Source: an optimization exercise on an open RTL-to-GDS flow (aim: small area and a short achievable clock period). Production flows keep margins and buffers that such runs may drop.
At most, simulation tests tie the RTL to the original design; equivalence was not proved.
The RTL of runs 3 to 7 was laid out without a check of its function.
Power is estimated from default activity; no workload was simulated.

[flow/constraint.sdc]
create_clock -name core_clock -period 8.5 [get_ports {clk}]
set_input_delay 1.7000 -clock core_clock [delete_from_list [all_inputs] [get_ports {clk}]]
set_output_delay 1.7000 -clock core_clock [all_outputs]
set_load 0.01 [all_outputs]
[flow/standard.sh]
#!/bin/bash
# synth_recipe.tcl (not shown) runs the flow's synth.tcl, then flattens the netlist and writes it again
# the make line also repeats each setting of config.mk as NAME=value (left out here)
make -C /OpenROAD-flow-scripts/flow DESIGN_CONFIG=/design/flow/config.mk WORK_HOME=/design/flow/orfs CLKGATE_MAP_FILE= SYNTH_SCRIPT=/design/flow/synth_recipe.tcl "${@:-finish}"
[flow/config.mk]
export PLATFORM = sky130hd
export DESIGN_NAME = arm16_core
export DESIGN_NICKNAME = arm16_core
export VERILOG_FILES = /design/flow/design.v
export SDC_FILE = /design/flow/constraint.sdc
export NUM_CORES = 4
export LEC_CHECK = 0
export CAP_MARGIN = 20
export CORE_MARGIN = 2
export CORE_UTILIZATION = 55
export CTS_BUF_LIST = sky130_fd_sc_hd__clkbuf_8
export SETUP_SLACK_MARGIN = 3.9
export SLEW_MARGIN = 20
export SYNTH_HIERARCHICAL = 1
[flow/flow/run.sh]
#!/bin/bash
# Own layout flow: the standard flow (standard synthesis, ORFS steps), with
#  - port buffers of the smallest buffer cell (every port still gets one),
#  - CTS without dummy clock loads.
# Each ORFS step writes its own log under orfs/logs/; make's output goes to make_finish.log.
set -euo pipefail
cd "$(dirname "$0")/.."
export BUFFER_PORTS_ARGS="-buffer_cell sky130_fd_sc_hd__buf_1"
export CTS_ARGS="-sink_clustering_enable -repair_clock_nets -buf_list sky130_fd_sc_hd__clkbuf_8 -dont_use_dummy_load"
bash standard.sh finish > make_finish.log 2>&1
[flow/design.v]
module ALU(
    output [15:0] s,
    input [15:0] a,
    input [15:0] b,
    input inv,
    input cin,
    input ar,
    input la
    );
wire [15:0] bx = b ^ {16{inv}};
wire [15:0] p = a ^ bx;
wire [15:0] g = a & bx;
wire [15:0] g1, p1, g2, p2, g3, p3, g4;
genvar i;
generate for (i = 0; i < 16; i = i + 1) begin : pf
  if (i == 0) begin
    assign g1[i] = g[0] | p[0] & cin; assign p1[i] = 1'b0;
  end else if (i == 1) begin
    assign g1[i] = g[1] | p[1] & g1[0]; assign p1[i] = 1'b0;
  end else if (i % 2 == 1) begin
    assign g1[i] = g[i] | p[i] & g[i-1]; assign p1[i] = p[i] & p[i-1];
  end else begin
    assign g1[i] = g[i]; assign p1[i] = p[i];
  end
  if (i % 4 >= 2) begin
    assign g2[i] = g1[i] | p1[i] & g1[(i/4)*4+1]; assign p2[i] = p1[i] & p1[(i/4)*4+1];
  end else begin
    assign g2[i] = g1[i]; assign p2[i] = p1[i];
  end
  if (i % 8 >= 4) begin
    assign g3[i] = g2[i] | p2[i] & g2[(i/8)*8+3]; assign p3[i] = p2[i] & p2[(i/8)*8+3];
  end else begin
    assign g3[i] = g2[i]; assign p3[i] = p2[i];
  end
  if (i >= 8) begin
    assign g4[i] = g3[i] | p3[i] & g3[7];
  end else begin
    assign g4[i] = g3[i];
  end
end endgenerate
wire [15:0] c = {g4[14:0], cin};   
assign s = la ? g : p ^ (c & {16{ar}});
endmodule
module c_aoi222(output y, input a1, a2, b1, b2, c1, c2);
assign y = ~(a1 & a2 | b1 & b2 | c1 & c2);
endmodule
module c_aoi22(output y, input a1, a2, b1, b2);
assign y = ~(a1 & a2 | b1 & b2);
endmodule
module c_nand3(output y, input a, b, c);
assign y = ~(a & b & c);
endmodule
module c_nand4(output y, input a, b, c, d);
assign y = ~(a & b & c & d);
endmodule
module regmux8(
    output [15:0] q,
    input [7:0] sel,
    input [15:0] r0, r1, r2, r3, r4, r5, r6, r7
    );
wire [15:0] t0, t1, t2;
genvar i;
generate for (i = 0; i < 16; i = i + 1) begin : sl
  c_aoi222 u0(t0[i], sel[0], r0[i], sel[1], r1[i], sel[2], r2[i]);
  c_aoi222 u1(t1[i], sel[3], r3[i], sel[4], r4[i], sel[5], r5[i]);
  c_aoi22 u2(t2[i], sel[6], r6[i], sel[7], r7[i]);
  c_nand3 u3(q[i], t0[i], t1[i], t2[i]);
end endgenerate
endmodule
module bmux(
    output [15:0] q,
    input [7:0] sel,
    input [15:0] r0, r1, r2, r3, r4, r5, r6, r7,
    input [15:0] k,
    input [15:0] x,
    input two_n
    );
wire [15:0] t0, t1, t2;
genvar i;
generate for (i = 0; i < 16; i = i + 1) begin : sl
  c_aoi222 u0(t0[i], sel[0], r0[i], sel[1], r1[i], sel[2], r2[i]);
  c_aoi222 u1(t1[i], sel[3], r3[i], sel[4], r4[i], sel[5], r5[i]);
  c_aoi222 u2(t2[i], sel[6], r6[i], sel[7], r7[i], k[i], x[i]);
  if (i == 1) begin : two
    c_nand4 u3(q[i], t0[i], t1[i], t2[i], two_n);
  end else begin : one
    c_nand3 u3(q[i], t0[i], t1[i], t2[i]);
  end
end endgenerate
endmodule
module dbgmux(
    output [15:0] q,
    input [3:0] s,
    input [15:0] r0, r1, r2, r3, r4, r5, r6, r7, ir
    );
wire [8:0] hl, hh;
dbgdec decl_(hl, s);
dbgdec dech_(hh, s);
dbgsel sell_(q[7:0], hl, r0[7:0], r1[7:0], r2[7:0], r3[7:0], r4[7:0], r5[7:0], r6[7:0], r7[7:0], ir[7:0]);
dbgsel selh_(q[15:8], hh, r0[15:8], r1[15:8], r2[15:8], r3[15:8], r4[15:8], r5[15:8], r6[15:8], r7[15:8], ir[15:8]);
endmodule
module dbgdec(
    output [8:0] h,
    input [3:0] s
    );
assign h[0] = s == 4'd0;
assign h[1] = s == 4'd1;
assign h[2] = s == 4'd2;
assign h[3] = s == 4'd3;
assign h[4] = s == 4'd4;
assign h[5] = s == 4'd5;
assign h[6] = s == 4'd6;
assign h[7] = s == 4'd7;
assign h[8] = s == 4'd8;
endmodule
module dbgsel(
    output [7:0] q,
    input [8:0] h,
    input [7:0] r0, r1, r2, r3, r4, r5, r6, r7, ir
    );
assign q =
  {8{h[0]}} & r0 | {8{h[1]}} & r1 | {8{h[2]}} & r2 | {8{h[3]}} & r3 |
  {8{h[4]}} & r4 | {8{h[5]}} & r5 | {8{h[6]}} & r6 | {8{h[7]}} & r7 |
  {8{h[8]}} & ir;
endmodule
module arm16_core(
    input clk,
    input rst,
    output [15:0] mem_addr,
    input [15:0] mem_rdata,
    input [3:0] dbg_sel,
    output [15:0] dbg,
    output exec
    );
reg ex;
reg [15:0] ir;
reg [15:0] r0, r1, r2, r3, r4, r5, r6, r7;
reg [7:0] asel;             
reg [7:0] bsel;             
reg bk_lo, bk_mid, bk_hi;   
reg inv, cin, ar, la;       
assign exec = ex;
assign mem_addr = r7;
wire [15:0] m = mem_rdata;
wire m_b = m[15:13] == 3'b110;
wire m_alui = m[15:14] == 2'b10;
wire m_a7 = m_b | (m[15:11] == 5'b11100 & m[7:4] == 4'b1111);
wire [2:0] m_asel = m_a7 ? 3'd7 : m[10:8];
wire m_breg = m[15:13] == 3'b111 & m[12:11] != 2'b00;
wire m_bk8 = m[15:14] != 2'b11;
wire m_bk4 = m[15:11] == 5'b11100;
wire [2:0] m_op = m_alui ? m[13:11] : m_b ? 3'd4 : m[6:4];
wire m_anone = m_op == 3'd0 | m_op == 3'd2;   
wire fetch_next = rst | ex;   
always @(posedge clk) begin
  ex <= ~rst & ~ex;
  if (fetch_next) begin
    asel <= 8'h80;            
    bsel <= 8'h00;
    bk_lo <= 1'b0;
    bk_mid <= 1'b0;
    bk_hi <= 1'b0;
    inv <= 1'b0;
    cin <= 1'b0;
    ar <= 1'b1;
    la <= 1'b0;
  end else begin
    asel <= m_anone ? 8'h00 : 8'h01 << m_asel;
    bsel <= m_breg ? 8'h01 << m[2:0] : 8'h00;
    bk_lo <= m_bk8 | m_b | m_bk4;
    bk_mid <= m_bk8 | m_b;
    bk_hi <= m_b;
    inv <= m_op == 3'd2 | m_op == 3'd6 | m_op == 3'd7;
    cin <= m_op == 3'd6;
    ar <= m_op[2];
    la <= m_op == 3'd1;
  end
end
wire [15:0] a;
regmux8 amux_(a, asel, r0, r1, r2, r3, r4, r5, r6, r7);
wire [15:0] b;
bmux bmux_(b, bsel, r0, r1, r2, r3, r4, r5, r6, r7,
  {{8{bk_hi}}, {4{bk_mid}}, {4{bk_lo}}}, {{8{ir[8]}}, ir[7:0]}, ex);
wire [15:0] y;
ALU alu_(y, a, b, inv, cin, ar, la);
wire [15:0] wd = rst ? 16'h0 : y;
wire [2:0] dst = ir[15:14] == 2'b10 ? ir[10:8] : 3'd7;
wire we = ex & ~rst;
always @(posedge clk) begin
  if (rst | ~ex) ir <= rst ? 16'h0 : mem_rdata;
  if (rst | we & dst == 3'd0) r0 <= wd;
  if (rst | we & dst == 3'd1) r1 <= wd;
  if (rst | we & dst == 3'd2) r2 <= wd;
  if (rst | we & dst == 3'd3) r3 <= wd;
  if (rst | we & dst == 3'd4) r4 <= wd;
  if (rst | we & dst == 3'd5) r5 <= wd;
  if (rst | we & dst == 3'd6) r6 <= wd;
  if (rst | ~ex | we & dst == 3'd7) r7 <= wd;
end
dbgmux dbg_(dbg, dbg_sel, r0, r1, r2, r3, r4, r5, r6, r7, ir);
endmodule
==> results.json, run 1 <==
{
  "status": "finished clean",
  "final_layout_size_suffix_gt1_share_pct": 14.6,
  "r2r_cells": 11,
  "cts_root_buffer": "clkbuf_8",
  "synth_edf_count": 144,
  "min_from": "ex",
  "htreeDepth": 4,
  "place.gp.congestion": 0.901,
  "r2r_setup_slack_ns": 4.19,
  "max_freq_mhz": 218,
  "worstSetupPathType": "input pin to output pin",
  "die_h_um": 129,
  "via_count": 7391,
  "timing.final.ws_setup_ns": 3.92,
  "drc": 0,
  "clk_path_buf_depth": 2,
  "worst_r2r_endpoint": "r4[14]",
  "period_minus_slack_ns": 4.58,
  "ys_warn_count": 7,
  "cp_top_family": "buffers and inverters",
  "period_share_pct": 53.9,
  "antenna_found_initial": 0,
  "first_global_vias": 7030,
  "critPathLaunchType": "input pin",
  "numClockSinks": 168,
  "placementRows": 45,
  "rr_startpoint": "bsel[3]",
  "grtUsageTotal_pct": 34.7,
  "p_leak_uw": 0.00332,
  "place_hpwl_um": 17400,
  "met3_length_um": 4600,
  "arrival_ns": 2.88,
  "wl_met1_um": 10900,
  "dpl_worst_slack_ns": 3.42,
  "ys_types": 53,
  "syn_inst": 670,
  "path_cells": "buf_6, nor4b_2, buf_4, a222oi_1, nand3_1, buf_1",
  "slowest_delay_ns": 0.33,
  "areaGrowthSynthToFinish_pct": 11.0,
  "initial_utilization_pct": 56.5,
  "hold_path_class": "flop to flop",
  "cp_max_fo": 18,
  "power.density_nw_per_um2": 203,
  "drv_cap": 0,
  "wire_per_inst_um": 30.5,
  "hold_viol_final": 0,
  "cp.depth": 6,
  "viasPerCell": 7.84,
  "cp_slowest_cell": "a222oi_1",
  "synth_area_leaders": "edfxtp_1, a222oi_1, dfxtp_1",
  "skew_ns": 0.0296,
  "ios": 55,
  "fin_nets": 772,
  "final_max_slew_viol_count": 0,
  "final-setup-viol-count": 0,
  "worstHoldPathCells": 2,
  "cts_tree": "built",
  "holdWs_ns": 0.837,
  "cp_num_buf_inv": 3,
  "synth_area_um2": 8650,
  "synth_ff_type": "edfxtp_1",
  "grt_max_degree": 40,
  "overflow": 0,
  "dieWidth_um": 129,
  "max_slew_margin_pct": 20.8,
  "synthArstFlopShare_pct": 0,
  "clk_latency_ns": 0.47,
  "rsz0062_at_grt": "no",
  "top_layer_used": "met5",
  "firstDrtPassIters": 13,
  "setup-tns-final_ns": 0,
  "ant_nets": 0,
  "cts_buffers": 17,
  "antenna_cells": 0,
  "coreArea_um2": 15300,
  "dr_wl_met2_um": 12100,
  "drt_wl_total_um": 28800,
  "total_power_uw": 1950,
  "die-area_um2": 16800,
  "design_area_um2": 9610,
  "worst_pin_slew_ns": 1.19,
  "grt_pass1_wl_um": 42000,
  "first_iter_violations": 1679,
  "synth-seq-cells": 168,
  "cp.required_ns": 6.80,
  "syn_nets": 708,
  "postSynthAreaPerCell_um2": 12.9,
  "dpl-instance-area_um2": 9130,
  "peakVddDrop_v": 0.000115,
  "yosysTopAreaCellShare_pct": 50.0,
  "yosysTopAreaCell": "edfxtp_1",
  "ys_seq_area_share_pct": 55.5,
  "portBuffers": 54,
  "path_clk_slew_ns": 0.07,
  "cp-end-kind": "output pin",
  "hold_end": "bk_lo"
}
-- how the worst max path moves through the flow --
| stage | start | end | slack, ns |
|---|---|---|---|
| 5_1_grt | dbg_sel[0] | dbg[0] | 3.88 |
| 6_report | dbg_sel[2] | dbg[15] | 3.92 |
| 3_3_place_gp | dbg_sel[1] | dbg[14] | 3.52 |
| 4_1_cts | dbg_sel[3] | dbg[4] | 3.88 |
| 3_5_place_dp | dbg_sel[1] | dbg[14] | 3.42 |
| 2_1_floorplan | dbg_sel[3] | dbg[14] | 4.23 |
-- power breakdown --
part	total [uW]	switching [uW]	internal, uW
Sequential	1170	123	1050
Clock	425	248	177
Combinational	356	216	140
-- routing by layer --
metal / vias up / GRT usage (%)
li1: 3013 / -
met4: 2 / 15.3
met2: 704 / 49.3
met3: 120 / 12.2
met5: - / 3.24
met1: 3552 / 47.9
-- repair_timing --
| action | 4_1_cts | 5_1_grt |
|---|---|---|
| hold buffers | 0 | 0 |
| buffers inserted | 3 | 0 |
| setup endpoints to repair | 16 | 16 |
| gates cloned | 0 | 1 |
| gates resized for setup | 17 | 18 |
| pin swaps | 3 | 8 |
-- per-stage QoR --
stage,std cells,util (%)
2_1_floorplan,670,-
3_5_place_dp,920,59.6
4_1_cts,940,61.7
5_1_grt,943,62.7
3_3_place_gp,920,59.6
6_report,943,62.7
-- cell type report --
cell class                 count  area, um2
tap                          211        264
sequential                   168       4800
clock buffer                  17        234
multi-input combinational    457       3760
inverter                      15       56.3
fill                        1244       5710
timing repair buffer          75        490
-- flip-flops by register name, indices dropped and copies added, names as in the netlist, 8 cells and up --
register  count
r1           16
ir           16
r6           16
r4           16
asel          8
r7           16
bsel          8
r5           16
r3           16
r2           16
r0           16
-- synth_stat cells (9+ instances only) --
library cell	n
nor2_1	15
inv_1	15
nand2_1	38
a22o_1	20
edfxtp_1	144
a22oi_2	16
clkbuf_1	14
nor4b_1	9
a21oi_1	10
nor2b_1	32
xnor2_1	15
ha_1	16
o21ai_0	20
xor2_1	17
a22oi_1	17
dfxtp_1	24
nand3_1	54
a221oi_2	16
a222oi_1	96
-- Yosys stat by module, one instance, submodules excluded, a selection --
module / flip-flops and latches / copies in the design / area (um2)
arm16_core: 168 / 1 / 5480
ALU: 0 / 1 / 987
dbgsel: 0 / 2 / 423
dbgdec: 0 / 2 / 90.1
c_aoi22: 0 / 16 / 12.5
c_aoi222: 0 / 80 / 10.0
c_nand4: 0 / 1 / 6.26
c_nand3: 0 / 31 / 5.00
-- layout by cell type, fill, tap and decap left out, types with 20 or more instances in the layout --
cell and n:
nor2b_1 32, nand2_1 38, edfxtp_1 144, buf_1 46, dfxtp_1 24, nand3_1 54
o21ai_0 20, a222oi_1 96, a22o_1 20
-- cell families after synthesis --
family / after synthesis / synth area share (%)
buffers and inverters: 45 / 2.52
flip-flops: 168 / 55.5
AND/OR/NAND/NOR: 184 / 11.9
XOR/XNOR: 32 / 3.24
AO/OA/AOI/OAI: 225 / 24.5
adder cells (fa/ha/maj): 16 / 2.31
-- worst min-delay path, delay by kind of cell (launching register included) --
family | cells | cell delay [ns]
AND/OR/NAND/NOR | 2 | 0.31
flip-flops | 1 | 0.48
==> run 2: changes to the inputs <==
--- a/flow/config.mk
+++ b/flow/config.mk
@@ -9,6 +9,7 @@
 export CORE_MARGIN = 2
 export CORE_UTILIZATION = 55
 export CTS_BUF_LIST = sky130_fd_sc_hd__clkbuf_8
+export PLACE_DENSITY = 0.75
 export SETUP_SLACK_MARGIN = 3.9
 export SLEW_MARGIN = 20
 export SYNTH_HIERARCHICAL = 1
==> run 2 against run 1 <==
Net effect:
- cell area shrank 0.78%
- register-to-register slack gained 0.09 ns
- synthesized area is the same
- routed wire length is 0.80% lower
- combinational power hardly changed
- utilization down 0.49 points
- first-iteration DRC count up 4.2%
- die area stayed put
- critical endpoint is now dbg[0]
- largest cell class unchanged
==> results.json, run 2 <==
{
  "fin_nets": 772,
  "first_iter_violations": 1749,
  "r2r_setup_slack_ns": 4.28,
  "power.density_nw_per_um2": 205,
  "grt_use_met3_pct": 13.9,
  "coreArea_um2": 15300,
  "final-setup-viol-count": 0,
  "cts_tree": "built",
  "numClockSinks": 168,
  "synth_ff_type": "edfxtp_1",
  "synthAdderAreaFrac_pct": 2.31,
  "nFillCells": 1233,
  "synth_mux_area_share_pct": 0,
  "timing.final.ws_setup_ns": 3.91,
  "synth_top_family_by_area": "compound AO/OA/AOI/OAI gates",
  "final_common_cell": "edfxtp_1",
  "synth_area_um2": 8650,
  "path_clk_slew_ns": 0.08,
  "dp.cells": 919,
  "setup-tns-final_ns": 0,
  "worstSetupPathType": "input pin to output pin",
  "yosysTopAreaCell": "edfxtp_1",
  "period_minus_slack_ns": 4.59,
  "die_h_um": 129,
  "yosys.area_share.simple_pct": 11.9,
  "htreeDepth": 4,
  "hold_buffers": 0,
  "die-area_um2": 16800,
  "critPathLaunchType": "input pin",
  "ys_warn_count": 7,
  "cp_max_fo": 18,
  "worst_pin_slew_ns": 1.21,
  "ios": 55,
  "arrival_ns": 2.89,
  "place.gp.congestion": 0.951,
  "max_slew_margin_pct": 19.5,
  "drt_wl_total_um": 28600,
  "viasPerCell": 7.85,
  "drv_cap": 0,
  "yosysTopAreaCellShare_pct": 50.0,
  "synth-seq-cells": 168,
  "status": "finished clean",
  "period_share_pct": 54.0,
  "overflow": 0,
  "antenna_found_initial": 0,
  "cp.required_ns": 6.80,
  "final_max_slew_viol_count": 0,
  "placementRows": 45,
  "dpl_worst_slack_ns": 3.48,
  "hold_viol_final": 0,
  "antenna_cells": 0,
  "clk_path_buf_depth": 2,
  "total_power_uw": 1960,
  "peakVddDrop_v": 0.000114,
  "synth_compound_area_share_pct": 24.5,
  "synth_edf_count": 144,
  "ant_nets": 0,
  "grt_pass1_wl_um": 42200,
  "p_leak_uw": 0.00332,
  "wire_per_inst_um": 30.3,
  "ys_types": 53,
  "first_global_vias": 7175,
  "stdcell_count": 943,
  "areaGrowthSynthToFinish_pct": 10.2,
  "place_hpwl_um": 17600,
  "dieWidth_um": 129,
  "firstDrtPassIters": 14,
  "skew_ns": 0.0250,
  "synth_xor_area_share_pct": 3.24,
  "max_freq_mhz": 218,
  "top_usage_layer": "met2",
  "portBuffers": 54,
  "cts_buffers": 17,
  "syn_inst": 670,
  "grt_max_degree": 40,
  "final_layout_size_suffix_gt1_share_pct": 15.0,
  "syn_nets": 708,
  "holdWs_ns": 0.888,
  "clk_latency_ns": 0.45,
  "cp-end-kind": "output pin",
  "yosysMostFrequentCell": "edfxtp_1",
  "ys_seq_area_share_pct": 55.5,
  "grt_use_met1_pct": 45.0,
  "mostFrequentLayoutCells": "edfxtp_1, a222oi_1, nand3_1",
  "met2_usage_pct": 50.2,
  "rsz0062_at_grt": "yes",
  "via_count": 7400,
  "synthTopCellsByCount": "edfxtp_1, a222oi_1, nand3_1",
  "hold_path_class": "flop to flop",
  "initial_utilization_pct": 56.5,
  "grtUsageTotal_pct": 34.3,
  "synthArstFlopShare_pct": 0,
  "cts_root_buffer": "clkbuf_8",
  "drc": 0,
  "synth_area_leaders": "edfxtp_1, a222oi_1, dfxtp_1",
  "postSynthAreaPerCell_um2": 12.9
}
==> run 2: cell types whose count changed in the layout (fill, tap and decap cells not counted) <==
| cell | delta |
|---|---|
| nor4_2 | +1 |
| clkbuf_2 | +5 |
| clkbuf_16 | -1 |
| buf_2 | +1 |
| buf_16 | -1 |
| nor4_4 | -1 |
| buf_1 | -6 |
| buf_8 | +1 |
| nor4b_2 | -3 |
| nor4b_1 | +3 |
| buf_12 | -2 |
| buf_4 | +3 |
==> run 2: Yosys stat by module, one instance, submodules excluded, excerpt <==
| module | copies in the design | flip-flops and latches | cells | area (um2) |
|---|---|---|---|---|
| dbgdec | 2 | 0 | 9 | 90.1 |
| c_aoi22 | 16 | 0 | 1 | 12.5 |
| dbgsel | 2 | 0 | 49 | 423 |
| ALU | 1 | 0 | 146 | 987 |
| c_nand3 | 31 | 0 | 1 | 5.00 |
| arm16_core | 1 | 168 | 280 | 5480 |
| c_aoi222 | 80 | 0 | 1 | 10.0 |
| c_nand4 | 1 | 0 | 1 | 6.26 |
==> run 2: critical path, cell delays in order <==
cell and delay, ns:
buf_6 0.14, nor4_2 0.27, buf_4 0.24, a22o_1 0.19, a221oi_2 0.05, nand3_1 0.13
buf_2 0.15
==> run 2: routing by layer <==
| metal | vias up | share of wire (%) |
|---|---|---|
| met5 | - | 0 |
| met4 | 0 | 5.0 |
| met3 | 142 | 17 |
| met2 | 760 | 43 |
| met1 | 3486 | 35 |
| li1 | 3012 | - |
==> run 2: cells by family after synthesis <==
| kind of cell | count (synthesis) |
|---|---|
| flops | 168 |
| fa+ha+maj | 16 |
| buf+inv | 45 |
| simple gates | 184 |
| xor+xnor | 32 |
| compound gates | 225 |
==> run 2: final cells by class <==
class                           instances  area, um2  share of cell area [%]
Clock buffer                           17        234                    2.45
Inverter                               15       56.3                   0.591
Multi-Input combinational cell        457       3730                    39.1
Sequential cell                       168       4800                    50.4
Tap cell                              211        264                    2.77
Timing Repair Buffer                   75        443                    4.65
==> run 2: timing repair <==
action | 4_1_cts | 5_1_grt
setup endpoints to repair | 16 | 16
pin swaps | 2 | 7
buffers inserted | 2 | 3
resized for setup | 22 | 13
hold endpoints to repair | 0 | 0
==> run 2: worst paths after layout <==
kind	from	endpoint	depth (start not counted)
setup / recovery	dbg_sel[0]	dbg[0]	7
hold / removal	ex	inv	2
setup reg to reg	bsel[6]	r6[10]	11
hold reg to reg	ex	inv	2
==> run 2: power breakdown <==
part | total (uW) | switching (uW) | internal [uW]
clock network | 426 | 249 | 177
registers | 1170 | 124 | 1050
logic | 356 | 217 | 138
==> run 2: per-stage QoR <==
stage / area [um2] / util (%)
floorplan: 8650 / -
CTS: 9440 / 61.7
global route: 9530 / 62.2
detailed placement: 9120 / 59.5
global placement: 9120 / 59.5
finish: 9530 / 62.2
==> run 3: changes to the inputs <==
--- a/flow/design.v
+++ b/flow/design.v
@@ -53,18 +53,25 @@
 module c_nand4(output y, input a, b, c, d);
 assign y = ~(a & b & c & d);
 endmodule
+module c_a21o(output y, input a1, a2, b1);
+assign y = a1 & a2 | b1;
+endmodule
+module aomux8(
+    output y,
+    input [7:0] s,
+    input [7:0] r
+    );
+assign y = ~(~(s[0] & r[0] | s[1] & r[1]) & ~(s[2] & r[2] | s[3] & r[3]) &
+             ~(s[4] & r[4] | s[5] & r[5]) & ~(s[6] & r[6] | s[7] & r[7]));
+endmodule
 module regmux8(
     output [15:0] q,
     input [7:0] sel,
     input [15:0] r0, r1, r2, r3, r4, r5, r6, r7
     );
-wire [15:0] t0, t1, t2;
 genvar i;
 generate for (i = 0; i < 16; i = i + 1) begin : sl
-  c_aoi222 u0(t0[i], sel[0], r0[i], sel[1], r1[i], sel[2], r2[i]);
-  c_aoi222 u1(t1[i], sel[3], r3[i], sel[4], r4[i], sel[5], r5[i]);
-  c_aoi22 u2(t2[i], sel[6], r6[i], sel[7], r7[i]);
-  c_nand3 u3(q[i], t0[i], t1[i], t2[i]);
+  aomux8 u(q[i], sel, {r7[i], r6[i], r5[i], r4[i], r3[i], r2[i], r1[i], r0[i]});
 end endgenerate
 endmodule
 module bmux(
@@ -96,8 +103,13 @@
 wire [8:0] hl, hh;
 dbgdec decl_(hl, s);
 dbgdec dech_(hh, s);
-dbgsel sell_(q[7:0], hl, r0[7:0], r1[7:0], r2[7:0], r3[7:0], r4[7:0], r5[7:0], r6[7:0], r7[7:0], ir[7:0]);
-dbgsel selh_(q[15:8], hh, r0[15:8], r1[15:8], r2[15:8], r3[15:8], r4[15:8], r5[15:8], r6[15:8], r7[15:8], ir[15:8]);
+wire [15:0] t;
+genvar i;
+generate for (i = 0; i < 16; i = i + 1) begin : sl
+  wire [8:0] h = i < 8 ? hl : hh;
+  aomux8 u0(t[i], h[7:0], {r7[i], r6[i], r5[i], r4[i], r3[i], r2[i], r1[i], r0[i]});
+  c_a21o u1(q[i], h[8], ir[i], t[i]);
+end endgenerate
 endmodule
 module dbgdec(
     output [8:0] h,
@@ -112,16 +124,6 @@
 assign h[6] = s == 4'd6;
 assign h[7] = s == 4'd7;
 assign h[8] = s == 4'd8;
-endmodule
-module dbgsel(
-    output [7:0] q,
-    input [8:0] h,
-    input [7:0] r0, r1, r2, r3, r4, r5, r6, r7, ir
-    );
-assign q =
-  {8{h[0]}} & r0 | {8{h[1]}} & r1 | {8{h[2]}} & r2 | {8{h[3]}} & r3 |
-  {8{h[4]}} & r4 | {8{h[5]}} & r5 | {8{h[6]}} & r6 | {8{h[7]}} & r7 |
-  {8{h[8]}} & ir;
 endmodule
 module arm16_core(
     input clk,
--- a/flow/config.mk
+++ b/flow/config.mk
@@ -7,9 +7,8 @@
 export LEC_CHECK = 0
 export CAP_MARGIN = 20
 export CORE_MARGIN = 2
-export CORE_UTILIZATION = 55
+export CORE_UTILIZATION = 40
 export CTS_BUF_LIST = sky130_fd_sc_hd__clkbuf_8
-export PLACE_DENSITY = 0.75
 export SETUP_SLACK_MARGIN = 3.9
 export SLEW_MARGIN = 20
 export SYNTH_HIERARCHICAL = 1
==> run 3 against run 2 <==
Net effect:
- highest routed layer unchanged
- critical path depth stayed put
- global-route usage is 7.1 points lower
- register-to-register slack worse by 0.06 ns
- flip-flop and latch count stayed put
- total power is 1.5% higher
- maximum frequency is 1.5% lower
- critical path type unchanged
- setup slack worse by 0.072 ns
==> results.json, run 3 <==
{
  "initial_utilization_pct": 40.5,
  "synth_area_um2": 8490,
  "clockPowerShare_pct": 21.9,
  "ys_types": 52,
  "hold_path_class": "flop to flop",
  "die_h_um": 150,
  "hold_buffers": 0,
  "dp.cells": 1004,
  "firstDrtPassIters": 8,
  "yosysMostFrequentCell": "edfxtp_1",
  "finish.utilization_pct": 47.2,
  "max_slew_margin_pct": 22.5,
  "areaGrowthSynthToFinish_pct": 16.5,
  "arrival_ns": 2.96,
  "startpoint": "dbg_sel[1]",
  "viasPerCell": 7.26,
  "drt_wl_total_um": 31000,
  "yosysTopAreaCell": "edfxtp_1",
  "ios": 55,
  "synthAdderAreaFrac_pct": 2.36,
  "grt_max_degree": 40,
  "cp_slowest_cell": "nor4b_2",
  "overflow": 0,
  "p_int_uw": 1380,
  "worst_r2r_endpoint": "r3[6]",
  "path_cells": "buf_16, nor4b_2, buf_4, a22oi_1, nand4_1, a21o_1, buf_1",
  "stdcell_count": 1035,
  "max_freq_mhz": 215,
  "synth_ff_type": "edfxtp_1",
  "path_clk_slew_ns": 0.11,
  "final_common_cell": "edfxtp_1",
  "final_max_slew_viol_count": 0,
  "ys_warn_count": 7,
  "cts_root_buffer": "clkbuf_8",
  "numClockSinks": 168,
  "grt_pass1_wl_um": 44300,
  "synth_edf_count": 144,
  "rr_startpoint": "bsel[6]",
  "p_switching_uw": 608,
  "synth_mux_area_share_pct": 0,
  "place_hpwl_um": 18600,
  "via_count": 7509,
  "syn_inst": 679,
  "antenna_found_initial": 0,
  "nFillCells": 1876,
  "synthTopCellsByCount": "edfxtp_1, a22oi_1, a222oi_1",
  "final-setup-viol-count": 0,
  "antenna_cells": 0,
  "placementRows": 53,
  "clk_path_buf_depth": 2,
  "drv_cap": 0,
  "yosysTopAreaCellShare_pct": 50.9,
  "hold_viol_final": 0,
  "place.gp.congestion": 0.946,
  "synth_top_family_by_area": "compound AO/OA/AOI/OAI gates",
  "cp.required_ns": 6.80,
  "skew_ns": 0.0443,
  "first_global_vias": 7382,
  "cp_max_fo": 18,
  "synth_area_leaders": "edfxtp_1, a22oi_1, a222oi_1",
  "slowest_delay_ns": 0.33,
  "postSynthAreaPerCell_um2": 12.5,
  "dieWidth_um": 150,
  "period_share_pct": 54.8,
  "synth_compound_area_share_pct": 23.9,
  "grtUsageTotal_pct": 27.2,
  "rsz0062_at_grt": "yes",
  "status": "finished clean",
  "peakVddDrop_v": 0.000103,
  "die-area_um2": 22400,
  "period_minus_slack_ns": 4.66,
  "cp-end-kind": "output pin",
  "worstSetupPathType": "input pin to output pin",
  "power.density_nw_per_um2": 201,
  "drc": 0,
  "synth_xor_area_share_pct": 3.20,
  "pwr-share-seq_pct": 59.5,
  "syn_nets": 717,
  "setup-tns-final_ns": 0,
  "first_iter_violations": 1547,
  "r2r_setup_slack_ns": 4.22,
  "ant_nets": 0,
  "p_leak_uw": 0.00349,
  "wire_per_inst_um": 30.0,
  "r2r_cells": 11,
  "fin_nets": 800,
  "portBuffers": 54,
  "cts_tree": "built",
  "final_layout_size_suffix_gt1_share_pct": 13.3,
  "mostFrequentLayoutCells": "edfxtp_1, a22oi_1, a222oi_1",
  "endpoint": "dbg[7]",
  "critPathLaunchType": "input pin",
  "htreeDepth": 4,
  "yosys.area_share.simple_pct": 12.9,
  "clk_latency_ns": 0.48,
  "switching_share_pct": 30.6,
  "cts_buffers": 17,
  "worst_pin_slew_ns": 1.16,
  "synthArstFlopShare_pct": 0,
  "ys_seq_area_share_pct": 56.6,
  "synth-seq-cells": 168,
  "holdWs_ns": 0.947,
  "p_comb_share_pct": 18.6,
  "coreArea_um2": 21000
}
-- run 3: changes by cell type in the layout (fill, tap and decap cells not counted), sizes merged, moves of 7 or more --
cell,previous run,this run
a21o,0,17
a221oi,17,2
a222oi,96,48
a22o,20,3
a22oi,33,130
nand3,54,20
nand4,3,35
xnor2,15,8
-- run 3: worst max-delay path: cells and delay by family --
family                 cells  cell delay, ns
AOI/OAI and AO/OA          2            0.22
buffers and inverters      3            0.57
and+or+nand+nor            2            0.45
-- run 3: worst min path at each step --
stage	to	start	slack, ns	depth (start not counted)
after CTS	bk_lo	ex	0.95	2
after floorplan	asel[0]	ex	0.74	2
after global placement	bk_lo	ex	0.89	2
final	bk_lo	ex	0.95	2
after detailed placement	bk_lo	ex	0.90	2
after global routing	bk_lo	ex	0.98	2
-- run 3: layout make-up --
cell class	count	area [um2]	share of cell area (%)
Sequential cell	168	4810	48.6
Multi-Input combinational cell	487	3870	39.2
Timing Repair Buffer	78	597	6.03
Tap cell	275	344	3.48
Clock buffer	17	234	2.37
Inverter	10	37.5	0.379
-- run 3: power groups by stage --
stage               Clock [uW]  Combinational, uW  Sequential [uW]
finish                     435                369             1180
global route               462                401             1190
CTS                        435                350             1170
detailed placement           0                339             1190
global placement             0                328             1180
floorplan                    0                225             1150
-- run 3: per-module statistics from Yosys, one instance, submodules excluded, excerpt --
| module | area, um2 | cells | copies in the design | flip-flops and latches |
|---|---|---|---|---|
| c_nand3 | 5.00 | 1 | 15 | 0 |
| c_nand4 | 6.26 | 1 | 1 | 0 |
| aomux8 | 36.3 | 5 | 32 | 0 |
| arm16_core | 5480 | 280 | 1 | 168 |
| c_a21o | 7.51 | 1 | 16 | 0 |
| c_aoi222 | 10.0 | 1 | 48 | 0 |
| dbgdec | 90.1 | 9 | 2 | 0 |
| ALU | 991 | 141 | 1 | 0 |
-- run 3: metal layers --
| layer | part of all wire [%] | track usage, % | vias up | routed length, um |
|---|---|---|---|---|
| li1 | - | - | 3071 | - |
| met1 | 37 | 35.2 | 3612 | 11600 |
| met2 | 44 | 40.7 | 657 | 13700 |
| met3 | 13 | 7.10 | 169 | 3970 |
| met4 | 5.9 | 17.2 | 0 | 1820 |
| met5 | 0 | 0 | - | 0 |
-- run 3: per-stage QoR --
stage,area [um2],total power (uW),setup slack (ns)
finish,9890,1990,3.84
floorplan,8500,1370,3.93
global placement,9140,1510,2.81
global route,9890,2050,3.81
CTS,9640,1960,3.90
detailed placement,9150,1530,3.05
-- run 3: logic make-up after synthesis --
kind of cell	after synthesis
buffers and inverters	24
flip-flops	168
AO/OA/AOI/OAI	252
AND/OR/NAND/NOR	188
XOR/XNOR	31
adder cells (fa/ha/maj)	16
-- run 3: what timing repair did --
action	4_1_cts	5_1_grt
setup endpoints to repair	16	14
gates cloned	0	5
pin swaps	11	17
buffers inserted	5	4
gates resized for setup	57	27
==> run 4: changes to the inputs <==
--- a/flow/config.mk
+++ b/flow/config.mk
@@ -7,7 +7,7 @@
 export LEC_CHECK = 0
 export CAP_MARGIN = 20
 export CORE_MARGIN = 2
-export CORE_UTILIZATION = 40
+export CORE_UTILIZATION = 55
 export CTS_BUF_LIST = sky130_fd_sc_hd__clkbuf_8
 export SETUP_SLACK_MARGIN = 3.9
 export SLEW_MARGIN = 20
==> run 4 against run 3 <==
Net effect:
- critical path depth unchanged
- synthesized area unchanged
- still clean
- clock-buffer cell count unchanged
- global-route usage increased by 9.2 points
- cell area decreased by 3.3%
- critical path type unchanged
- utilization increased by 16 points
- critical endpoint is now dbg[12]
- first-iteration DRC count increased by 11%
- worst hold slack got worse by 0.058 ns
==> results.json, run 4 <==
{
  "drv_cap": 0,
  "die_h_um": 128,
  "place.gp.congestion": 0.927,
  "cp.required_ns": 6.80,
  "cts_buffers": 17,
  "ant_nets": 0,
  "yosysMostFrequentCell": "edfxtp_1",
  "period_share_pct": 54.2,
  "portBuffers": 54,
  "yosysTopAreaCell": "edfxtp_1",
  "placementRows": 45,
  "cp_top_family": "buffers and inverters",
  "hold_viol_final": 0,
  "synth_area_leaders": "edfxtp_1, a22oi_1, a222oi_1",
  "clk_latency_ns": 0.47,
  "ys_warn_count": 7,
  "r2r_cells": 11,
  "syn_nets": 717,
  "grt_pass1_wl_um": 43200,
  "cp_slowest_cell": "buf_4",
  "slowest_delay_ns": 0.20,
  "wl_met1_um": 11500,
  "met3_length_um": 4620,
  "areaGrowthSynthToFinish_pct": 12.7,
  "setup-tns-final_ns": 0,
  "mostFrequentLayoutCells": "edfxtp_1, a22oi_1, a222oi_1",
  "holdWs_ns": 0.889,
  "critPathLaunchType": "input pin",
  "cts_tree": "built",
  "numClockSinks": 168,
  "first_global_vias": 7139,
  "cp_num_buf_inv": 3,
  "worstHoldPathCells": 2,
  "fin_nets": 793,
  "antenna_cells": 0,
  "drc": 0,
  "synth_ff_type": "edfxtp_1",
  "grt_max_degree": 40,
  "syn_inst": 679,
  "synthArstFlopShare_pct": 0,
  "hold_path_class": "flop to flop",
  "power.density_nw_per_um2": 205,
  "grtUsageTotal_pct": 36.4,
  "max_slew_margin_pct": 19.0,
  "cp_max_fo": 18,
  "postSynthAreaPerCell_um2": 12.5,
  "firstDrtPassIters": 8,
  "ys_types": 52,
  "cts_root_buffer": "clkbuf_8",
  "ios": 55,
  "stdcell_count": 941,
  "dp.cells": 918,
  "wire_per_inst_um": 31.7,
  "viasPerCell": 7.85,
  "worst_pin_slew_ns": 1.21,
  "final-setup-viol-count": 0,
  "rsz0062_at_grt": "yes",
  "antenna_found_initial": 0,
  "path_clk_slew_ns": 0.10,
  "final_common_cell": "edfxtp_1",
  "synthTopCellsByCount": "edfxtp_1, a22oi_1, a222oi_1",
  "synth_area_um2": 8490,
  "dr_wl_met2_um": 12500,
  "final_max_slew_viol_count": 0,
  "final_layout_size_suffix_gt1_share_pct": 10.8,
  "top_layer_used": "met4",
  "via_count": 7389,
  "path_cells": "buf_16, nor4b_2, buf_4, a22oi_1, nand4_1, a21o_1, buf_2",
  "die-area_um2": 16400,
  "ys_seq_area_share_pct": 56.6,
  "period_minus_slack_ns": 4.61,
  "worstSetupPathType": "input pin to output pin",
  "p_leak_uw": 0.00338,
  "cp-end-kind": "output pin",
  "cp.depth": 7,
  "synth_edf_count": 144,
  "htreeDepth": 4,
  "coreArea_um2": 15100,
  "clk_path_buf_depth": 2,
  "synth-seq-cells": 168,
  "dieWidth_um": 128,
  "drt_wl_total_um": 29900,
  "initial_utilization_pct": 56.1,
  "skew_ns": 0.0318,
  "total_power_uw": 1960,
  "peakVddDrop_v": 0.000117,
  "arrival_ns": 2.91,
  "max_freq_mhz": 217,
  "status": "finished clean",
  "place_hpwl_um": 17800,
  "yosysTopAreaCellShare_pct": 50.9,
  "overflow": 0,
  "hold_buffers": 0,
  "first_iter_violations": 1711
}
run 4: cell count changes in the layout (fill, tap and decap cells not counted), moves of 2 or more:
cell       previous run  this run
a22oi_1             116       126
nor4b_4               7         3
buf_12                1         5
buf_16                4         2
buf_6                 6         1
buf_2                 4         1
nor4b_2               1         5
a22oi_2              14         4
buf_4                14        12
buf_1                41        45
clkbuf_16             4         0
run 4: cells by family (layout without fill, tap and decap cells):
group	after synthesis	count (layout)	share of synthesized area (%)
buffers and inverters	24	98	1.06
XOR/XNOR	31	31	3.20
adder cells (fa/ha/maj)	16	16	2.36
AO/OA/AOI/OAI	252	252	23.9
AND/OR/NAND/NOR	188	188	12.9
flip-flops	168	168	56.6
run 4: final timing paths:
check / startpoint / end / slack (ns)
max: dbg_sel[2] / dbg[12] / 3.89
min: ex / bk_mid / 0.89
max reg2reg: bsel[6] / r0[6] / 4.19
min reg2reg: ex / bk_mid / 0.89
run 4: metal layers:
| layer | vias to the layer above | track usage [%] |
|---|---|---|
| li1 | 3053 | - |
| met3 | 120 | 13.1 |
| met1 | 3523 | 51.3 |
| met5 | - | 0 |
| met4 | 0 | 15.3 |
| met2 | 693 | 51.1 |
run 4: cell type report:
class | count | area [um2]
multi-input combinational | 487 | 3790
fill | 1164 | 5580
clock buffer | 17 | 234
tap | 188 | 235
timing repair buffer | 71 | 465
inverter | 10 | 37.5
sequential | 168 | 4810
run 4: Yosys stat by module (local to each module, per instance), excerpt:
module,area (um2),cells
arm16_core,5480,280
ALU,991,141
dbgdec,90.1,9
aomux8,36.3,5
c_aoi222,10.0,1
c_a21o,7.51,1
c_nand4,6.26,1
c_nand3,5.00,1
run 4: metrics by stage:
| stage | util, % | worst slack [ns] | instance area (um2) |
|---|---|---|---|
| final | 63.2 | 3.89 | 9570 |
| after global routing | 63.2 | 3.82 | 9570 |
| after CTS | 62.2 | 3.86 | 9420 |
| after detailed placement | 59.7 | 2.87 | 9040 |
| after global placement | 59.6 | 3.02 | 9030 |
| after floorplan | - | 3.93 | 8500 |
run 4: power by group:
part           switching (uW)  internal [uW]  total, uW
logic                     215            139        355
clock network             251            177        428
registers                 124           1050       1180
run 4: timing repair:
action                                  4_1_cts  5_1_grt
gates cloned                                  0        0
setup buffers                                 3        3
gates resized for setup                      24       23
endpoints found under the setup margin       16       16
pin swaps                                     3       10
run 4: worst register-to-register path: stages (launching register included):
cell and delay (ns):
dfxtp_1 1.07, a222oi_1 0.31, nand3_1 0.18, xor2_1 0.16, ha_1 0.28, a211oi_1 0.41
nor3_1 0.14, a221oi_1 0.51, o21ai_0 0.19, xnor2_1 0.15, o21ai_0 0.15, nor2b_1 0.47
==> run 5: changes to the inputs <==
--- a/flow/config.mk
+++ b/flow/config.mk
@@ -9,6 +9,7 @@
 export CORE_MARGIN = 2
 export CORE_UTILIZATION = 55
 export CTS_BUF_LIST = sky130_fd_sc_hd__clkbuf_8
+export PLACE_DENSITY = 0.75
 export SETUP_SLACK_MARGIN = 3.9
 export SLEW_MARGIN = 20
 export SYNTH_HIERARCHICAL = 1
==> run 5 against run 4 <==
Net effect:
- still clean
- maximum frequency decreased by 0.33%
- via count increased by 0.60%
- non-clock buffer count grew 1
- sequential power about the same
- clock-buffer cell count stayed put
- first-iteration DRC count up 13%
- synthesized area unchanged
- largest power group unchanged
- highest routed layer unchanged
==> results.json, run 5 <==
{
  "initial_utilization_pct": 56.1,
  "setup-tns-final_ns": 0,
  "status": "finished clean",
  "place.gp.congestion": 0.993,
  "syn_nets": 717,
  "hold_path_class": "flop to flop",
  "die-area_um2": 16400,
  "peakVddDrop_v": 0.000146,
  "final_max_slew_viol_count": 0,
  "grt_max_degree": 40,
  "cts_buffers": 17,
  "stdcell_count": 942,
  "cp.required_ns": 6.80,
  "final_layout_size_suffix_gt1_share_pct": 10.9,
  "synth-seq-cells": 168,
  "synth_edf_count": 144,
  "first_iter_violations": 1931,
  "ys_types": 52,
  "cp_top_family": "simple AND/OR/NAND/NOR gates",
  "path_cells": "buf_12, and4bb_4, a22oi_1, nand4_1, a21o_1, clkbuf_2",
  "cts_tree": "built",
  "grt_pass1_wl_um": 42300,
  "synth_ff_type": "edfxtp_1",
  "postSynthAreaPerCell_um2": 12.5,
  "hold_buffers": 0,
  "cts_root_buffer": "clkbuf_8",
  "coreArea_um2": 15100,
  "power.density_nw_per_um2": 205,
  "drc": 0,
  "yosysTopAreaCell": "edfxtp_1",
  "yosysMostFrequentCell": "edfxtp_1",
  "firstDrtPassIters": 16,
  "max_slew_margin_pct": 24.5,
  "cp_slowest_cell": "and4bb_4",
  "period_minus_slack_ns": 4.62,
  "ys_warn_count": 7,
  "dp.cells": 917,
  "worst_pin_slew_ns": 1.13,
  "cp_num_buf_inv": 2,
  "syn_inst": 679,
  "rsz0062_at_grt": "yes",
  "period_share_pct": 54.4,
  "cp_max_fo": 18,
  "die_h_um": 128,
  "drv_cap": 0,
  "arrival_ns": 2.92,
  "fin_nets": 794,
  "numClockSinks": 168,
  "viasPerCell": 7.89,
  "mostFrequentLayoutCells": "edfxtp_1, a22oi_1, a222oi_1",
  "ios": 55,
  "total_power_uw": 1960,
  "cp-end-kind": "output pin",
  "ant_nets": 0,
  "worstSetupPathType": "input pin to output pin",
  "final_common_cell": "edfxtp_1",
  "synth_area_um2": 8490,
  "final-setup-viol-count": 0,
  "hold_viol_final": 0,
  "slowest_delay_ns": 0.31,
  "synth_area_leaders": "edfxtp_1, a22oi_1, a222oi_1",
  "first_global_vias": 7208,
  "dieWidth_um": 128,
  "via_count": 7433,
  "clk_path_buf_depth": 2,
  "skew_ns": 0.0392,
  "antenna_cells": 0,
  "wire_per_inst_um": 30.5,
  "synthTopCellsByCount": "edfxtp_1, a22oi_1, a222oi_1",
  "overflow": 0,
  "synthArstFlopShare_pct": 0,
  "critPathLaunchType": "input pin",
  "drt_wl_total_um": 28700,
  "portBuffers": 54,
  "areaGrowthSynthToFinish_pct": 12.5,
  "path_clk_slew_ns": 0.08,
  "nFillCells": 1125,
  "max_freq_mhz": 216,
  "clk_latency_ns": 0.47,
  "antenna_found_initial": 0,
  "htreeDepth": 4,
  "yosysTopAreaCellShare_pct": 50.9,
  "place_hpwl_um": 17200,
  "p_leak_uw": 0.00340,
  "placementRows": 45,
  "ys_seq_area_share_pct": 56.6,
  "grtUsageTotal_pct": 35.0
}
[run 5: area by class of cell]
class / count / area [um2] / share of cell area, %
sequential: 168 / 4800 / 50.3
multi-input combinational: 487 / 3760 / 39.4
timing repair buffer: 72 / 480 / 5.03
tap: 188 / 235 / 2.46
clock buffer: 17 / 234 / 2.45
inverter: 10 / 37.5 / 0.393
[run 5: final timing paths]
path	from	endpoint	slack [ns]	cells past startpoint
worst max-delay path	dbg_sel[3]	dbg[10]	3.88	6
worst min register to register	ex	bk_mid	0.87	2
worst min-delay path	ex	bk_mid	0.87	2
worst max register to register	bsel[6]	r3[6]	4.23	11
[run 5: timing repair]
item                       4_1_cts  5_1_grt
setup buffers                    5        0
cloned                           0        2
setup endpoints to repair       16       16
pin swaps                        6        7
resized for setup               35       22
[run 5: per-module statistics from Yosys (local to each module, per instance), excerpt]
module | times used | cell area (um2) | cells
ALU | 1 | 991 | 141
c_a21o | 16 | 7.51 | 1
aomux8 | 32 | 36.3 | 5
c_aoi222 | 48 | 10.0 | 1
arm16_core | 1 | 5480 | 280
dbgdec | 2 | 90.1 | 9
c_nand4 | 1 | 6.26 | 1
c_nand3 | 15 | 5.00 | 1
[run 5: worst min-delay path, cell delays in order, from the launching register on]
cell	delay [ns]
dfxtp_1	0.51
or2_2	0.25
a31oi_1	0.06
[run 5: cell families after synthesis]
logic type               share of synthesized area, %
XOR/XNOR                                         3.20
AO/OA/AOI/OAI                                    23.9
buffers and inverters                            1.06
adder cells (fa/ha/maj)                          2.36
flip-flops                                       56.6
AND/OR/NAND/NOR                                  12.9
[run 5: routing by layer]
metal | wire length [um] | up-vias | GRT usage (%)
li1 | - | 3059 | -
met4 | 1220 | 0 | 11.8
met3 | 4880 | 156 | 15.1
met2 | 12300 | 753 | 51.4
met1 | 10300 | 3465 | 47.0
met5 | 0 | - | 0
[run 5: power by group]
group | internal [uW] | total, uW | switching [uW]
sequential | 1050 | 1180 | 126
combinational | 140 | 358 | 218
clock | 176 | 422 | 246
total | 1370 | 1960 | 590
[run 5: through the flow]
stage	hold WS [ns]	cell area, um2	setup slack (ns)	utilization [%]
2_1_floorplan	0.741	8500	3.93	-
3_3_place_gp	0.823	9010	3.10	59.5
3_5_place_dp	0.828	9010	2.94	59.5
4_1_cts	0.850	9400	3.90	62.1
5_1_grt	0.883	9560	3.89	63.1
6_report	0.871	9560	3.88	63.1
==> run 6: changes to the inputs <==
--- a/flow/config.mk
+++ b/flow/config.mk
@@ -9,7 +9,6 @@
 export CORE_MARGIN = 2
 export CORE_UTILIZATION = 55
 export CTS_BUF_LIST = sky130_fd_sc_hd__clkbuf_8
-export PLACE_DENSITY = 0.75
-export SETUP_SLACK_MARGIN = 3.9
+export SETUP_SLACK_MARGIN = 3.7
 export SLEW_MARGIN = 20
 export SYNTH_HIERARCHICAL = 1
==> run 6 against run 5 <==
Net effect:
- sequential power hardly changed
- clock-buffer cell count unchanged
- flip-flop and latch count unchanged
- via count decreased by 0.86%
- synthesized cell count unchanged
- cell count shrank 0.53%
- clock power about the same
- combinational power fell by 2%
- clock skew is 0.0090 ns lower
==> results.json, run 6 <==
{
  "status": "finished clean",
  "viasPerCell": 7.86,
  "overflow": 0,
  "dp.cells": 920,
  "min_from": "ex",
  "syn_inst": 679,
  "hold_path_class": "flop to flop",
  "rsz0062_at_grt": "no",
  "p_comb_share_pct": 18.1,
  "antenna_cells": 0,
  "stdcell_count": 937,
  "switching_share_pct": 29.9,
  "final_layout_size_suffix_gt1_share_pct": 8.28,
  "portBuffers": 54,
  "max_freq_mhz": 209,
  "clk_path_buf_depth": 2,
  "synthTopCellsByCount": "edfxtp_1, a22oi_1, a222oi_1",
  "post_cts.repair.setup_buffers": 0,
  "ys_seq_area_share_pct": 56.6,
  "holdWs_ns": 0.886,
  "numClockSinks": 168,
  "synth_area_um2": 8490,
  "synth_ff_type": "edfxtp_1",
  "htreeDepth": 4,
  "place.gp.congestion": 0.905,
  "final_max_slew_viol_count": 0,
  "antenna_found_initial": 0,
  "setup-tns-final_ns": 0,
  "placementRows": 45,
  "ys_warn_count": 7,
  "place_hpwl_um": 17600,
  "max_slew_margin_pct": 19.5,
  "arrival_ns": 3.09,
  "final_common_cell": "edfxtp_1",
  "postSynthAreaPerCell_um2": 12.5,
  "seqCellArea_um2": 4810,
  "cp-end-kind": "output pin",
  "pwr-share-seq_pct": 60.3,
  "worstSetupPathType": "input pin to output pin",
  "finish.utilization_pct": 61.6,
  "initial_utilization_pct": 56.1,
  "drt_wl_total_um": 29100,
  "p_int_uw": 1360,
  "dpl_worst_slack_ns": 3.20,
  "grt_max_degree": 40,
  "synth-seq-cells": 168,
  "drv_cap": 0,
  "grtUsageTotal_pct": 35.6,
  "via_count": 7369,
  "p_leak_uw": 0.00330,
  "first_global_vias": 6893,
  "hold_viol_final": 0,
  "clk_latency_ns": 0.46,
  "rr_startpoint": "bsel[0]",
  "path_clk_slew_ns": 0.09,
  "startpoint": "dbg_sel[2]",
  "cp_slowest_cell": "and4bb_4",
  "yosysMostFrequentCell": "edfxtp_1",
  "final-setup-viol-count": 0,
  "peakVddDrop_v": 0.000107,
  "skew_ns": 0.0302,
  "synth_area_leaders": "edfxtp_1, a22oi_1, a222oi_1",
  "p_switching_uw": 580,
  "ios": 55,
  "critPathLaunchType": "input pin",
  "yosysTopAreaCell": "edfxtp_1",
  "timing.final.ws_setup_ns": 3.71,
  "grt_pass1_wl_um": 42100,
  "drc": 0,
  "ant_nets": 0,
  "first_iter_violations": 1550,
  "cts_tree": "built",
  "period_minus_slack_ns": 4.79,
  "synthArstFlopShare_pct": 0,
  "yosysTopAreaCellShare_pct": 50.9,
  "synth_edf_count": 144,
  "path_cells": "buf_4, and4bb_4, a22oi_1, nand4_1, a21o_1, buf_1",
  "cp.required_ns": 6.80,
  "firstDrtPassIters": 9,
  "clockPowerShare_pct": 21.6,
  "nFillCells": 1207,
  "multi_input_area_um2": 3700,
  "die_h_um": 128,
  "cts_root_buffer": "clkbuf_8",
  "coreArea_um2": 15100,
  "period_share_pct": 56.4,
  "fin_nets": 789,
  "power.density_nw_per_um2": 208,
  "cts_buffers": 17,
  "worst_pin_slew_ns": 1.21,
  "cp_max_fo": 18,
  "syn_nets": 717,
  "wire_per_inst_um": 31.1,
  "dieWidth_um": 128,
  "die-area_um2": 16400,
  "mostFrequentLayoutCells": "edfxtp_1, a22oi_1, buf_1",
  "areaGrowthSynthToFinish_pct": 9.92,
  "ys_types": 52,
  "slowest_delay_ns": 0.34
}
-- run 6: cell counts after synthesis --
No cell type changed its count.
-- run 6: worst max-delay path: cells and delay by family --
kind	cells	cell delay [ns]
AOI/OAI and AO/OA	2	0.45
buffers and inverters	2	0.33
and+or+nand+nor	2	0.61
-- run 6: logic make-up (layout without fill, tap and decap cells) --
logic type	Yosys count	in the layout	share of synthesized area (%)
XOR/XNOR	31	31	3.20
flip-flops	168	168	56.6
buffers and inverters	24	94	1.06
AND/OR/NAND/NOR	188	188	12.9
AO/OA/AOI/OAI	252	252	23.9
adder cells (fa/ha/maj)	16	16	2.36
-- run 6: power by group through the flow --
stage	clock, uW	sequential, uW	combinational (uW)
after floorplan	0	1150	225
after global placement	0	1180	332
after detailed placement	0	1180	340
after CTS	426	1160	343
after global routing	457	1180	381
final	420	1170	352
-- run 6: worst paths after layout --
kind,end,slack [ns],cells past startpoint
max reg2reg,r2[6],4.23,11
min reg2reg,bk_mid,0.89,2
max,dbg[11],3.71,6
min,bk_mid,0.89,2
-- run 6: cell type report --
class                   instances  share of cell area, %
clock buffers                  17                   2.51
inverters                      10                  0.402
multi-input cells             487                   39.7
flip-flops and latches        168                   51.5
well taps                     188                   2.52
repair buffers                 67                   3.43
-- run 6: metal layers --
layer | vias up | GRT usage [%] | wire length, um
met5 | - | 0 | 0
met4 | 0 | 20.2 | 1510
met3 | 142 | 13.4 | 4990
met2 | 719 | 47.8 | 11700
met1 | 3459 | 49.5 | 10900
li1 | 3049 | - | -
-- run 6: modules after synthesis (local to each module, per instance), a selection --
module	flip-flops and latches	cells inside
c_nand3	0	1
c_a21o	0	1
dbgdec	0	9
c_nand4	0	1
arm16_core	168	280
c_aoi222	0	1
aomux8	0	5
-- run 6: metrics by stage --
stage / area, um2 / total power [uW]
after floorplan: 8490 / 1370
after global placement: 9030 / 1510
after detailed placement: 9040 / 1520
after CTS: 9310 / 1930
after global routing: 9330 / 2020
final: 9330 / 1940
-- run 6: repair_timing --
action                                  CTS  global route
pin swaps                                 1             2
endpoints found under the setup margin   16             7
gates resized for setup                  11             6
hold buffers                              0             0
==> run 7: changes to the inputs <==
--- a/flow/design.v
+++ b/flow/design.v
@@ -100,13 +100,15 @@
     input [3:0] s,
     input [15:0] r0, r1, r2, r3, r4, r5, r6, r7, ir
     );
-wire [8:0] hl, hh;
-dbgdec decl_(hl, s);
-dbgdec dech_(hh, s);
+wire [8:0] h0, h1, h2, h3;
+dbgdec dec0_(h0, s);
+dbgdec dec1_(h1, s);
+dbgdec dec2_(h2, s);
+dbgdec dec3_(h3, s);
 wire [15:0] t;
 genvar i;
 generate for (i = 0; i < 16; i = i + 1) begin : sl
-  wire [8:0] h = i < 8 ? hl : hh;
+  wire [8:0] h = i < 4 ? h0 : i < 8 ? h1 : i < 12 ? h2 : h3;
   aomux8 u0(t[i], h[7:0], {r7[i], r6[i], r5[i], r4[i], r3[i], r2[i], r1[i], r0[i]});
   c_a21o u1(q[i], h[8], ir[i], t[i]);
 end endgenerate
--- a/flow/config.mk
+++ b/flow/config.mk
@@ -9,6 +9,6 @@
 export CORE_MARGIN = 2
 export CORE_UTILIZATION = 55
 export CTS_BUF_LIST = sky130_fd_sc_hd__clkbuf_8
-export SETUP_SLACK_MARGIN = 3.7
+export SETUP_SLACK_MARGIN = 3.9
 export SLEW_MARGIN = 20
 export SYNTH_HIERARCHICAL = 1
==> run 7 against run 6 <==
Net effect:
- still clean on timing, DRC and antenna
- worst hold slack better by 0.067 ns
- cell count up 8.0%
- synthesized area up 2.1%
- combinational power up 23%
- synthesized cell count up 2.7%
- via count up 13%
- clock-buffer cell count unchanged
- critical path depth up 1
- die area up 2.1%
- sequential share of layout area down 6.8 points
- clock skew up 0.0082 ns
==> results.json, run 7 <==
{
  "synth_area_leaders": "edfxtp_1, a22oi_1, a222oi_1",
  "total_power_uw": 2060,
  "portBuffers": 54,
  "antenna_found_initial": 0,
  "overflow": 0,
  "numClockSinks": 168,
  "die-area_um2": 16800,
  "grtUsageTotal_pct": 39.0,
  "path_cells": "buf_16, clkbuf_16, and4bb_2, a22oi_1, nand4_1, a21o_1, clkbuf_2",
  "coreArea_um2": 15300,
  "cp_max_fo": 7,
  "stdcell_count": 1012,
  "antenna_cells": 0,
  "fin_nets": 841,
  "synthAdderAreaFrac_pct": 2.31,
  "yosysTopAreaCellShare_pct": 49.9,
  "yosysTopAreaCell": "edfxtp_1",
  "cp-end-kind": "output pin",
  "ys_warn_count": 7,
  "ys_types": 52,
  "worst_pin_slew_ns": 1.20,
  "place_hpwl_um": 18700,
  "die_h_um": 130,
  "initial_utilization_pct": 56.6,
  "synth_mux_area_share_pct": 0,
  "slowest_delay_ns": 0.29,
  "peakVddDrop_v": 0.000164,
  "timing.final.ws_setup_ns": 3.84,
  "dpl_worst_slack_ns": 3.10,
  "skew_ns": 0.0384,
  "areaGrowthSynthToFinish_pct": 24.1,
  "ys_seq_area_share_pct": 55.4,
  "critPathLaunchType": "input pin",
  "first_global_vias": 7701,
  "dieWidth_um": 130,
  "via_count": 8360,
  "dp.cells": 957,
  "final-setup-viol-count": 0,
  "synth_compound_area_share_pct": 23.4,
  "viasPerCell": 8.26,
  "cp_slowest_cell": "and4bb_2",
  "final_layout_size_suffix_gt1_share_pct": 22.2,
  "htreeDepth": 4,
  "mostFrequentLayoutCells": "edfxtp_1, a22oi_1, a222oi_1",
  "drt_wl_total_um": 34200,
  "synthArstFlopShare_pct": 0,
  "synth-seq-cells": 168,
  "synth_ff_type": "edfxtp_1",
  "status": "finished clean",
  "final_max_slew_viol_count": 0,
  "syn_nets": 735,
  "synth_edf_count": 144,
  "cts_root_buffer": "clkbuf_8",
  "grt_pass1_wl_um": 47400,
  "path_clk_slew_ns": 0.08,
  "arrival_ns": 2.96,
  "drv_cap": 0,
  "grt_max_degree": 40,
  "p_leak_uw": 0.00386,
  "wire_per_inst_um": 33.8,
  "cts_buffers": 17,
  "synthTopCellsByCount": "edfxtp_1, a22oi_1, a222oi_1",
  "first_iter_violations": 2193,
  "setup-tns-final_ns": 0,
  "max_slew_margin_pct": 19.9,
  "yosysMostFrequentCell": "edfxtp_1",
  "cp.required_ns": 6.80,
  "hold_viol_final": 0,
  "synth_xor_area_share_pct": 3.13,
  "cts_tree": "built",
  "max_freq_mhz": 215,
  "firstDrtPassIters": 12,
  "period_minus_slack_ns": 4.66,
  "final_common_cell": "edfxtp_1",
  "power.density_nw_per_um2": 192,
  "hold_path_class": "flop to flop",
  "hold_buffers": 0,
  "ant_nets": 0,
  "ios": 55,
  "yosys.area_share.simple_pct": 14.7,
  "synth_top_family_by_area": "compound AO/OA/AOI/OAI gates",
  "rsz0062_at_grt": "yes",
  "syn_inst": 697,
  "placementRows": 45,
  "drc": 0,
  "synth_area_um2": 8670,
  "worstSetupPathType": "input pin to output pin",
  "period_share_pct": 54.8,
  "clk_latency_ns": 0.48,
  "clk_path_buf_depth": 2,
  "postSynthAreaPerCell_um2": 12.4,
  "place.gp.congestion": 0.920
}
## run 7: final timing paths
kind | from | end | slack [ns] | cells after the start
worst max-delay path | dbg_sel[2] | dbg[13] | 3.84 | 7
worst min-delay path | ex | bk_lo | 0.95 | 2
worst max register to register | bsel[6] | r0[6] | 4.06 | 11
worst min register to register | ex | bk_lo | 0.95 | 2
## run 7: per-module statistics from Yosys (local to each module, per instance), a selection
| module | cells inside | cell area [um2] | flip-flops and latches | copies in the design |
|---|---|---|---|---|
| arm16_core | 280 | 5480 | 168 | 1 |
| c_nand4 | 1 | 6.26 | 0 | 1 |
| c_aoi222 | 1 | 10.0 | 0 | 48 |
| c_a21o | 1 | 7.51 | 0 | 16 |
| c_nand3 | 1 | 5.00 | 0 | 15 |
| aomux8 | 5 | 36.3 | 0 | 32 |
## run 7: critical path, delay by kind of cell
family,cells,cell delay (ns)
AOI/OAI and AO/OA,2,0.41
and+or+nand+nor,2,0.42
buffers and inverters,3,0.43
## run 7: kinds of logic (layout without fill, tap and decap cells)
| group | Yosys count | count (layout) |
|---|---|---|
| buf+inv | 24 | 128 |
| flops | 168 | 168 |
| xor+xnor | 31 | 31 |
| fa+ha+maj | 16 | 16 |
| compound gates | 252 | 252 |
| simple gates | 206 | 206 |
## run 7: stage by stage
step	util [%]	cell area, um2	hold WS, ns
final	70.3	10800	0.954
after global routing	70.3	10800	0.986
after floorplan	-	8670	0.741
after detailed placement	60.1	9210	0.936
after CTS	67.1	10300	0.950
after global placement	60.0	9200	0.943
## run 7: report_power, final
part | leakage [uW] | internal, uW | switching, uW
logic | 0.00203 | 178 | 255
clock network | 0.000122 | 177 | 256
registers | 0.00171 | 1050 | 143
total | 0.00386 | 1410 | 654
## run 7: per-layer routing
layer	wire, um	GRT usage (%)
met1	11900	52.2
met4	2570	21.1
met3	5550	12.9
met5	0	0
met2	14200	56.5
## run 7: what timing repair did
action	4_1_cts	5_1_grt
gates resized for setup	100	57
pin swaps	22	38
cloned	10	10
buffers inserted	13	5
endpoints found under the setup margin	16	16
## run 7: cell type report
| class | instances | area [um2] |
|---|---|---|
| Tap cell | 211 | 264 |
| Clock buffer | 17 | 234 |
| Inverter | 10 | 37.5 |
| Timing Repair Buffer | 101 | 1060 |
| Fill cell | 1084 | 4560 |
| Sequential cell | 168 | 4800 |
| Multi-Input combinational cell | 505 | 4350 |

-- port drivers added, routing unchanged --
How much do the figures lean on ideal ports? The routed layouts below were timed once more, with nothing changed but the port constraints.
Step 1 sets driving cells, clkbuf_16 on the clock port and buf_2 on the other inputs (assumed; they add their load-dependent delay and slew).
Step 2 adds t to the input delays and takes it off the output delays; t is the mean of the earliest and latest rising clock arrival at the registers after step 1. Input paths then give back, and output paths get back, about the clock's delay inside the block.
a / b / c = no drivers / after step 1 / after step 2; a / b = the first two.
run	shift t [ns]	setup slack, ns	hold WS [ns]	latest minus earliest clock arrival (ns)	worst data-port slew with drivers (ns)
run 1	0.492	3.922 / 3.860 / 3.860	0.837 / 0.837 / 0.837	0.030 / 0.029	0.10
run 2	0.476	3.913 / 3.864 / 3.864	0.888 / 0.888 / 0.888	0.025 / 0.025	0.06
run 3	0.496	3.841 / 3.734 / 3.734	0.947 / 0.947 / 0.947	0.044 / 0.044	0.18
run 4	0.489	3.892 / 3.813 / 3.813	0.889 / 0.889 / 0.889	0.032 / 0.032	0.09
run 5	0.493	3.877 / 3.777 / 3.777	0.871 / 0.871 / 0.871	0.040 / 0.039	0.14
run 6	0.484	3.709 / 3.679 / 3.679	0.886 / 0.886 / 0.886	0.030 / 0.031	0.04
run 7	0.499	3.842 / 3.775 / 3.775	0.954 / 0.954 / 0.954	0.038 / 0.039	0.09
After both steps every run listed still meets setup and hold. For run 3, which loses most, drivers alone change the setup slack by -0.107 ns; drivers and shift together by -0.107 ns.
